Source: an optimization exercise on an open RTL-to-GDS flow (aim: small area and a short achievable clock period). Production flows keep margins and buffers that such runs may drop.
Where RTL was checked, it was by simulation tests only, not by an equivalence proof against the original.
Power figures rest on the tool's default switching activity, not on a simulated workload.

==> flow/design.v <==
module AXI4StreamMaster (
    clock,
    resetn,
    TDATA, TLAST, TID, TDEST, TVALID, TREADY,
    S_AXI_AWADDR, S_AXI_AWPROT, S_AXI_AWVALID, S_AXI_AWREADY,
    S_AXI_WDATA, S_AXI_WSTRB, S_AXI_WVALID, S_AXI_WREADY,
    S_AXI_BRESP, S_AXI_BVALID, S_AXI_BREADY,
    S_AXI_ARADDR, S_AXI_ARPROT, S_AXI_ARVALID, S_AXI_ARREADY,
    S_AXI_RDATA, S_AXI_RRESP, S_AXI_RVALID, S_AXI_RREADY
);
input  logic [4:0]  S_AXI_AWADDR;
input  logic [2:0]  S_AXI_AWPROT;
input  logic        S_AXI_AWVALID;
output logic        S_AXI_AWREADY;
input  logic [31:0] S_AXI_WDATA;
input  logic [3:0]  S_AXI_WSTRB;
input  logic        S_AXI_WVALID;
output logic        S_AXI_WREADY;
output logic [1:0]  S_AXI_BRESP;
output logic        S_AXI_BVALID;
input  logic        S_AXI_BREADY;
input  logic [4:0]  S_AXI_ARADDR;
input  logic [2:0]  S_AXI_ARPROT;
input  logic        S_AXI_ARVALID;
output logic        S_AXI_ARREADY;
output logic [31:0] S_AXI_RDATA;
output logic [1:0]  S_AXI_RRESP;
output logic        S_AXI_RVALID;
input  logic        S_AXI_RREADY;
input  logic        clock;
input  logic        resetn;
output logic [31:0] TDATA;
output logic        TLAST;
output logic [1:0]  TID;
output logic [1:0]  TDEST;
output logic        TVALID;
input  logic        TREADY;
logic [31:0] reg_control;
logic [31:0] reg_num_bytes;
logic [1:0]  dest_lo;
logic [31:2] dest_hi;
logic        ctrl_wr, dest_wr;
logic        wready;
logic        sel_ctrl, sel_nb, sel_dest;
logic        bvalid;
logic        rvalid;
logic [31:0] rdata;
logic        start;
logic        busy;
logic        tlast_q;
logic        busy_next;
logic [31:0] cnt;
wire aw_hs = S_AXI_AWVALID & ~wready;
wire w_hs  = S_AXI_WVALID & wready;
wire we_ctrl = w_hs & sel_ctrl;
wire we_nb   = w_hs & sel_nb;
wire we_dest = w_hs & sel_dest;
assign S_AXI_AWREADY = ~wready;
assign S_AXI_WREADY  = wready;
assign S_AXI_BVALID  = bvalid;
assign S_AXI_BRESP   = 2'b00;
assign S_AXI_ARREADY = ~rvalid;
assign S_AXI_RVALID  = rvalid;
assign S_AXI_RDATA   = rdata;
assign S_AXI_RRESP   = 2'b00;
always_ff @(posedge clock) begin
    if (!resetn) begin
        wready <= 1'b0;
        bvalid <= 1'b0;
        rvalid <= 1'b0;
        start  <= 1'b0;
        busy   <= 1'b0;
        ctrl_wr <= 1'b0;
        dest_wr <= 1'b0;
        reg_num_bytes <= '0;
        dest_lo <= 2'b00;
    end else begin
        wready <= wready ? ~S_AXI_WVALID : S_AXI_AWVALID;
        bvalid <= w_hs | (bvalid & ~S_AXI_BREADY);
        rvalid <= rvalid ? ~S_AXI_RREADY : S_AXI_ARVALID;
        start  <= we_ctrl & S_AXI_WDATA[0];
        busy   <= busy_next;
        if (we_ctrl) ctrl_wr <= 1'b1;
        if (we_dest) dest_wr <= 1'b1;
        if (we_nb)   reg_num_bytes <= S_AXI_WDATA;
        if (we_dest) dest_lo <= S_AXI_WDATA[1:0];
    end
end
always_ff @(posedge clock) begin
    if (aw_hs) begin
        sel_ctrl <= (S_AXI_AWADDR == 5'h00);
        sel_nb   <= (S_AXI_AWADDR == 5'h10);
        sel_dest <= (S_AXI_AWADDR == 5'h14);
    end
    if (we_ctrl) reg_control <= S_AXI_WDATA;
    if (we_dest) dest_hi <= S_AXI_WDATA[31:2];
end
wire ar_ctrl = (S_AXI_ARADDR == 5'h00) & ctrl_wr;
wire ar_stat = (S_AXI_ARADDR == 5'h04);
wire ar_nb   = (S_AXI_ARADDR == 5'h10);
wire ar_dest = (S_AXI_ARADDR == 5'h14) & dest_wr;
wire [31:0] rd_val = ({32{ar_ctrl}} & reg_control)
                   | ({32{ar_nb}}   & reg_num_bytes)
                   | ({32{ar_dest}} & {dest_hi, dest_lo})
                   | {31'b0, ar_stat & busy};
always_ff @(posedge clock) begin
    if (!rvalid) rdata <= rd_val;
end
wire inc = busy & TREADY;
wire [31:0] cnt_p1 = cnt + 32'd1;
always_ff @(posedge clock) begin
    if (start)    cnt <= '0;
    else if (inc) cnt <= cnt_p1;
end
function automatic logic [2:0] cmp12(input logic [31:0] a, input logic [31:0] b);
    logic hi;
    hi = 1'b1;
    for (int i = 2; i < 32; i++)
        hi = hi & ((a[i] ^ b[i]) == (a[i-1] & ~b[i-1]));
    cmp12 = {hi,
             (a[0] != b[0]) & ((a[1] ^ b[1]) == (a[0] & ~b[0])),
             (a[0] == b[0]) & (a[1] != b[1])};
endfunction
wire [31:0] Kq = {2'b00, reg_num_bytes[31:2]};
wire [31:0] Kw = {2'b00, S_AXI_WDATA[31:2]};
wire [2:0]  ck = cmp12(cnt, Kq);
wire [2:0]  cw = cmp12(cnt, Kw);
wire k_is_1 = (Kq == 32'd1);
wire m_next = we_nb ? (cw[2] & (inc ? cw[0] : cw[1]))
            : start ? k_is_1
            : (ck[2] & (inc ? ck[0] : ck[1]));
assign busy_next = start | (busy & ~(tlast_q & TREADY));
always_ff @(posedge clock) begin
    tlast_q <= busy_next & m_next;
end
assign TVALID = busy;
assign TDATA  = cnt;
assign TLAST  = tlast_q;
assign TDEST  = dest_lo;
assign TID    = 2'b00;
endmodule
export LEC_CHECK = 0
export CAP_MARGIN = 20
export CORE_MARGIN = 2
export CORE_UTILIZATION = 40
export SETUP_SLACK_MARGIN = 2.5
export SLEW_MARGIN = 20
create_clock -name core_clock -period 4.5 [get_ports {clock}]
run.sh (not shown) runs the stock make flow with config.mk's settings and CLKGATE_MAP_FILE= SYNTH_SCRIPT=/design/flow/synth_recipe.tcl, a recipe that flattens the netlist after the stock synthesis.
Change:
--- a/flow/design.v
+++ b/flow/design.v
@@ -39,7 +39,7 @@
 logic [31:0] reg_num_bytes;
 logic [1:0]  dest_lo;
 logic [31:2] dest_hi;
-logic        ctrl_wr, dest_wr;
+logic        ctrl_wr, dest_wr, nb_wr;
 logic        wready;
 logic        sel_ctrl, sel_nb, sel_dest;
 logic        bvalid;
@@ -72,7 +72,7 @@
         busy   <= 1'b0;
         ctrl_wr <= 1'b0;
         dest_wr <= 1'b0;
-        reg_num_bytes <= '0;
+        nb_wr   <= 1'b0;
         dest_lo <= 2'b00;
     end else begin
         wready <= wready ? ~S_AXI_WVALID : S_AXI_AWVALID;
@@ -82,7 +82,7 @@
         busy   <= busy_next;
         if (we_ctrl) ctrl_wr <= 1'b1;
         if (we_dest) dest_wr <= 1'b1;
-        if (we_nb)   reg_num_bytes <= S_AXI_WDATA;
+        if (we_nb)   nb_wr <= 1'b1;
         if (we_dest) dest_lo <= S_AXI_WDATA[1:0];
     end
 end
@@ -93,11 +93,12 @@
         sel_dest <= (S_AXI_AWADDR == 5'h14);
     end
     if (we_ctrl) reg_control <= S_AXI_WDATA;
+    if (we_nb)   reg_num_bytes <= S_AXI_WDATA;
     if (we_dest) dest_hi <= S_AXI_WDATA[31:2];
 end
 wire ar_ctrl = (S_AXI_ARADDR == 5'h00) & ctrl_wr;
 wire ar_stat = (S_AXI_ARADDR == 5'h04);
-wire ar_nb   = (S_AXI_ARADDR == 5'h10);
+wire ar_nb   = (S_AXI_ARADDR == 5'h10) & nb_wr;
 wire ar_dest = (S_AXI_ARADDR == 5'h14) & dest_wr;
 wire [31:0] rd_val = ({32{ar_ctrl}} & reg_control)
                    | ({32{ar_nb}}   & reg_num_bytes)
@@ -126,9 +127,11 @@
 wire [2:0]  ck = cmp12(cnt, Kq);
 wire [2:0]  cw = cmp12(cnt, Kw);
 wire k_is_1 = (Kq == 32'd1);
+wire ones_hi = &cnt[31:2];
 wire m_next = we_nb ? (cw[2] & (inc ? cw[0] : cw[1]))
-            : start ? k_is_1
-            : (ck[2] & (inc ? ck[0] : ck[1]));
+            : start ? (nb_wr & k_is_1)
+            : nb_wr ? (ck[2] & (inc ? ck[0] : ck[1]))
+            : (ones_hi & cnt[1] & (cnt[0] ^ inc));
 assign busy_next = start | (busy & ~(tlast_q & TREADY));
 always_ff @(posedge clock) begin
     tlast_q <= busy_next & m_next;
The new run finished clean.
Routed wire length grows by a few percent.
Sequential share of layout area grows by 3.7 points.
Register-to-register slack is about the same.
Clock skew stays flat.
Via count shrinks by a few percent.
Flip-flop and latch count grows by 1.
Worst setup slack is worse by 0.094 ns.
Power shrinks by a few percent.
Die area shrinks by a few percent.
Count of clock-buffer cells in the layout shrinks by 8.
Hold slack is better by 0.0035 ns.
Sequential power grows by a few percent.
Function was not checked in any run of this note: the RTL went through the layout flow alone.

---

Setup of alpha:
AXI4StreamMaster, a different RTL version from the one above (not shown whole).
Size in the first run: about 620 cells after synthesis, ~170 flip-flops, roughly 140 I/O pins, ~0.0072 mm^2 of cells after synthesis.
==> module AXI4StreamMaster, before the edit <==
module AXI4StreamMaster (
    clock,
    resetn,
    TDATA, TLAST, TID, TDEST, TVALID, TREADY,
    S_AXI_AWADDR, S_AXI_AWPROT, S_AXI_AWVALID, S_AXI_AWREADY,
    S_AXI_WDATA, S_AXI_WSTRB, S_AXI_WVALID, S_AXI_WREADY,
    S_AXI_BRESP, S_AXI_BVALID, S_AXI_BREADY,
    S_AXI_ARADDR, S_AXI_ARPROT, S_AXI_ARVALID, S_AXI_ARREADY,
    S_AXI_RDATA, S_AXI_RRESP, S_AXI_RVALID, S_AXI_RREADY
);
input  logic [4:0]  S_AXI_AWADDR;
input  logic [2:0]  S_AXI_AWPROT;
input  logic        S_AXI_AWVALID;
output logic        S_AXI_AWREADY;
input  logic [31:0] S_AXI_WDATA;
input  logic [3:0]  S_AXI_WSTRB;
input  logic        S_AXI_WVALID;
output logic        S_AXI_WREADY;
output logic [1:0]  S_AXI_BRESP;
output logic        S_AXI_BVALID;
input  logic        S_AXI_BREADY;
input  logic [4:0]  S_AXI_ARADDR;
input  logic [2:0]  S_AXI_ARPROT;
input  logic        S_AXI_ARVALID;
output logic        S_AXI_ARREADY;
output logic [31:0] S_AXI_RDATA;
output logic [1:0]  S_AXI_RRESP;
output logic        S_AXI_RVALID;
input  logic        S_AXI_RREADY;
input  logic        clock;
input  logic        resetn;
output logic [31:0] TDATA;
output logic        TLAST;
output logic [1:0]  TID;
output logic [1:0]  TDEST;
output logic        TVALID;
input  logic        TREADY;
logic [31:0] reg_control;
logic [31:0] reg_num_bytes;
logic [1:0]  dest_lo;
logic [31:2] dest_hi;
logic        ctrl_wr, dest_wr;
logic        wready;
logic        sel_ctrl, sel_nb, sel_dest;
logic        bvalid;
logic        rvalid;
logic [31:0] rdata;
logic        start;
logic        busy;
logic [31:0] cnt;
wire aw_hs = S_AXI_AWVALID & ~wready;
wire w_hs  = S_AXI_WVALID & wready;
wire we_ctrl = w_hs & sel_ctrl;
wire we_nb   = w_hs & sel_nb;
wire we_dest = w_hs & sel_dest;
assign S_AXI_AWREADY = ~wready;
assign S_AXI_WREADY  = wready;
assign S_AXI_BVALID  = bvalid;
assign S_AXI_BRESP   = 2'b00;
assign S_AXI_ARREADY = ~rvalid;
assign S_AXI_RVALID  = rvalid;
assign S_AXI_RDATA   = rdata;
assign S_AXI_RRESP   = 2'b00;
always_ff @(posedge clock) begin
    if (!resetn) begin
        wready <= 1'b0;
        bvalid <= 1'b0;
        rvalid <= 1'b0;
        start  <= 1'b0;
        busy   <= 1'b0;
        ctrl_wr <= 1'b0;
        dest_wr <= 1'b0;
        reg_num_bytes <= '0;
        dest_lo <= 2'b00;
    end else begin
        wready <= wready ? ~S_AXI_WVALID : S_AXI_AWVALID;
        bvalid <= w_hs | (bvalid & ~S_AXI_BREADY);
        rvalid <= rvalid ? ~S_AXI_RREADY : S_AXI_ARVALID;
        start  <= we_ctrl & S_AXI_WDATA[0];
        busy   <= start | (busy & ~(TLAST & TREADY));
        if (we_ctrl) ctrl_wr <= 1'b1;
        if (we_dest) dest_wr <= 1'b1;
        if (we_nb)   reg_num_bytes <= S_AXI_WDATA;
        if (we_dest) dest_lo <= S_AXI_WDATA[1:0];
    end
end
always_ff @(posedge clock) begin
    if (aw_hs) begin
        sel_ctrl <= (S_AXI_AWADDR == 5'h00);
        sel_nb   <= (S_AXI_AWADDR == 5'h10);
        sel_dest <= (S_AXI_AWADDR == 5'h14);
    end
    if (we_ctrl) reg_control <= S_AXI_WDATA;
    if (we_dest) dest_hi <= S_AXI_WDATA[31:2];
end
wire ar_ctrl = (S_AXI_ARADDR == 5'h00) & ctrl_wr;
wire ar_stat = (S_AXI_ARADDR == 5'h04);
wire ar_nb   = (S_AXI_ARADDR == 5'h10);
wire ar_dest = (S_AXI_ARADDR == 5'h14) & dest_wr;
wire [31:0] rd_val = ({32{ar_ctrl}} & reg_control)
                   | ({32{ar_nb}}   & reg_num_bytes)
                   | ({32{ar_dest}} & {dest_hi, dest_lo})
                   | {31'b0, ar_stat & busy};
always_ff @(posedge clock) begin
    if (!rvalid) rdata <= rd_val;
end
always_ff @(posedge clock) begin
    if (start) cnt <= '0;
    else       cnt <= cnt + {31'b0, busy & TREADY};
end
wire [31:0] K = {2'b00, reg_num_bytes[31:2]};
wire [31:0] eqb;
assign eqb[0] = cnt[0] ^ K[0];
genvar gi;
generate
    for (gi = 1; gi < 32; gi = gi + 1) begin : g_eq
        assign eqb[gi] = ~(cnt[gi] ^ K[gi] ^ (cnt[gi-1] & ~K[gi-1]));
    end
endgenerate
assign TVALID = busy;
assign TDATA  = cnt;
assign TLAST  = busy & (&eqb);
assign TDEST  = dest_lo;
assign TID    = 2'b00;
endmodule
export LEC_CHECK = 0
export CAP_MARGIN = 20
export CORE_MARGIN = 2
export CORE_UTILIZATION = 40
export SLEW_MARGIN = 20
create_clock -name core_clock -period 4.5 [get_ports {clock}]
alpha: done, clean on timing, DRC and antenna
Changes in beta relative to alpha:
==> flow/design.v <==
module AXI4StreamMaster (
    clock,
    resetn,
    TDATA, TLAST, TID, TDEST, TVALID, TREADY,
    S_AXI_AWADDR, S_AXI_AWPROT, S_AXI_AWVALID, S_AXI_AWREADY,
    S_AXI_WDATA, S_AXI_WSTRB, S_AXI_WVALID, S_AXI_WREADY,
    S_AXI_BRESP, S_AXI_BVALID, S_AXI_BREADY,
    S_AXI_ARADDR, S_AXI_ARPROT, S_AXI_ARVALID, S_AXI_ARREADY,
    S_AXI_RDATA, S_AXI_RRESP, S_AXI_RVALID, S_AXI_RREADY
);
input  logic [4:0]  S_AXI_AWADDR;
input  logic [2:0]  S_AXI_AWPROT;
input  logic        S_AXI_AWVALID;
output logic        S_AXI_AWREADY;
input  logic [31:0] S_AXI_WDATA;
input  logic [3:0]  S_AXI_WSTRB;
input  logic        S_AXI_WVALID;
output logic        S_AXI_WREADY;
output logic [1:0]  S_AXI_BRESP;
output logic        S_AXI_BVALID;
input  logic        S_AXI_BREADY;
input  logic [4:0]  S_AXI_ARADDR;
input  logic [2:0]  S_AXI_ARPROT;
input  logic        S_AXI_ARVALID;
output logic        S_AXI_ARREADY;
output logic [31:0] S_AXI_RDATA;
output logic [1:0]  S_AXI_RRESP;
output logic        S_AXI_RVALID;
input  logic        S_AXI_RREADY;
input  logic        clock;
input  logic        resetn;
output logic [31:0] TDATA;
output logic        TLAST;
output logic [1:0]  TID;
output logic [1:0]  TDEST;
output logic        TVALID;
input  logic        TREADY;
logic [31:0] reg_control;
logic [31:0] reg_num_bytes;
logic [1:0]  dest_lo;
logic [31:2] dest_hi;
logic        ctrl_wr, dest_wr;
logic        wready;
logic        sel_ctrl, sel_nb, sel_dest;
logic        bvalid;
logic        rvalid;
logic [31:0] rdata;
logic        start;
logic        busy;
logic        tlast_q;
logic        busy_next;
logic [31:0] cnt;
wire aw_hs = S_AXI_AWVALID & ~wready;
wire w_hs  = S_AXI_WVALID & wready;
wire we_ctrl = w_hs & sel_ctrl;
wire we_nb   = w_hs & sel_nb;
wire we_dest = w_hs & sel_dest;
assign S_AXI_AWREADY = ~wready;
assign S_AXI_WREADY  = wready;
assign S_AXI_BVALID  = bvalid;
assign S_AXI_BRESP   = 2'b00;
assign S_AXI_ARREADY = ~rvalid;
assign S_AXI_RVALID  = rvalid;
assign S_AXI_RDATA   = rdata;
assign S_AXI_RRESP   = 2'b00;
always_ff @(posedge clock) begin
    if (!resetn) begin
        wready <= 1'b0;
        bvalid <= 1'b0;
        rvalid <= 1'b0;
        start  <= 1'b0;
        busy   <= 1'b0;
        ctrl_wr <= 1'b0;
        dest_wr <= 1'b0;
        reg_num_bytes <= '0;
        dest_lo <= 2'b00;
    end else begin
        wready <= wready ? ~S_AXI_WVALID : S_AXI_AWVALID;
        bvalid <= w_hs | (bvalid & ~S_AXI_BREADY);
        rvalid <= rvalid ? ~S_AXI_RREADY : S_AXI_ARVALID;
        start  <= we_ctrl & S_AXI_WDATA[0];
        busy   <= busy_next;
        if (we_ctrl) ctrl_wr <= 1'b1;
        if (we_dest) dest_wr <= 1'b1;
        if (we_nb)   reg_num_bytes <= S_AXI_WDATA;
        if (we_dest) dest_lo <= S_AXI_WDATA[1:0];
    end
end
always_ff @(posedge clock) begin
    if (aw_hs) begin
        sel_ctrl <= (S_AXI_AWADDR == 5'h00);
        sel_nb   <= (S_AXI_AWADDR == 5'h10);
        sel_dest <= (S_AXI_AWADDR == 5'h14);
    end
    if (we_ctrl) reg_control <= S_AXI_WDATA;
    if (we_dest) dest_hi <= S_AXI_WDATA[31:2];
end
wire ar_ctrl = (S_AXI_ARADDR == 5'h00) & ctrl_wr;
wire ar_stat = (S_AXI_ARADDR == 5'h04);
wire ar_nb   = (S_AXI_ARADDR == 5'h10);
wire ar_dest = (S_AXI_ARADDR == 5'h14) & dest_wr;
wire [31:0] rd_val = ({32{ar_ctrl}} & reg_control)
                   | ({32{ar_nb}}   & reg_num_bytes)
                   | ({32{ar_dest}} & {dest_hi, dest_lo})
                   | {31'b0, ar_stat & busy};
always_ff @(posedge clock) begin
    if (!rvalid) rdata <= rd_val;
end
wire inc = busy & TREADY;
always_ff @(posedge clock) begin
    if (start) cnt <= '0;
    else       cnt <= cnt + {31'b0, inc};
end
function automatic logic [2:0] cmp12(input logic [31:0] a, input logic [31:0] b);
    logic hi;
    hi = 1'b1;
    for (int i = 2; i < 32; i++)
        hi = hi & ((a[i] ^ b[i]) == (a[i-1] & ~b[i-1]));
    cmp12 = {hi,
             (a[0] != b[0]) & ((a[1] ^ b[1]) == (a[0] & ~b[0])),
             (a[0] == b[0]) & (a[1] != b[1])};
endfunction
wire [31:0] Kq = {2'b00, reg_num_bytes[31:2]};
wire [31:0] Kw = {2'b00, S_AXI_WDATA[31:2]};
wire [2:0]  ck = cmp12(cnt, Kq);
wire [2:0]  cw = cmp12(cnt, Kw);
wire k_is_1 = (Kq == 32'd1);
wire m_next = we_nb ? (cw[2] & (inc ? cw[0] : cw[1]))
            : start ? k_is_1
            : (ck[2] & (inc ? ck[0] : ck[1]));
assign busy_next = start | (busy & ~(tlast_q & TREADY));
always_ff @(posedge clock) begin
    tlast_q <= busy_next & m_next;
end
assign TVALID = busy;
assign TDATA  = cnt;
assign TLAST  = tlast_q;
assign TDEST  = dest_lo;
assign TID    = 2'b00;
endmodule
Notes after the runs:
Maximum fanout encountered on the critical timing path | beta above alpha
beta ended with more tap cell instance count than alpha.
Summary: with alpha as the reference, number of storage elements in the synthesis netlist in beta moved up slightly.
From alpha to beta the numbers moved as follows: number of global-route vias before repair saw an increase; xor-xnor portion of the synthesized cell area increased by 1.7 points relative to the old numbers; clock group share of total power picked up an extra 1.8 points.
Only the layout flow was run in beta; the RTL was not checked for function there.

[separate check: timing with driven ports]
The results above use ideal ports. As a check the final layouts listed here were re-extracted and re-timed, cells and wires unchanged.
Step 1 assumes that a clkbuf_16 drives the clock port and a buf_2 every other input.
Step 2, shift: input delay + t, output delay - t, t = (earliest + latest rising clock arrival at the registers) / 2. This alone moves slack from input paths to output paths.
Slacks: ideal / step 1 / step 2; pairs: ideal / step 1.
| run | t, ns | setup slack, ns | hold WS [ns] | worst register clock-pin slew, ns |
|---|---|---|---|---|
| the first run of note 1 | 0.472 | 2.501 / 2.478 / 2.027 | 0.471 / 0.471 / 0.471 | 0.07 / 0.07 |
| the second run of note 1 | 0.471 | 2.407 / 2.418 / 1.947 | 0.474 / 0.474 / 0.474 | 0.07 / 0.07 |
| alpha | 0.455 | 0.615 / 0.576 / 0.915 | 0.470 / 0.470 / 0.470 | 0.06 / 0.06 |
| beta | 0.470 | 1.447 / 1.456 / 0.986 | 0.464 / 0.464 / 0.464 | 0.07 / 0.07 |
After both steps every run listed still meets setup and hold. For the first run of note 1, which loses most, drivers alone change the setup slack by -0.023 ns; drivers and shift together by -0.474 ns.
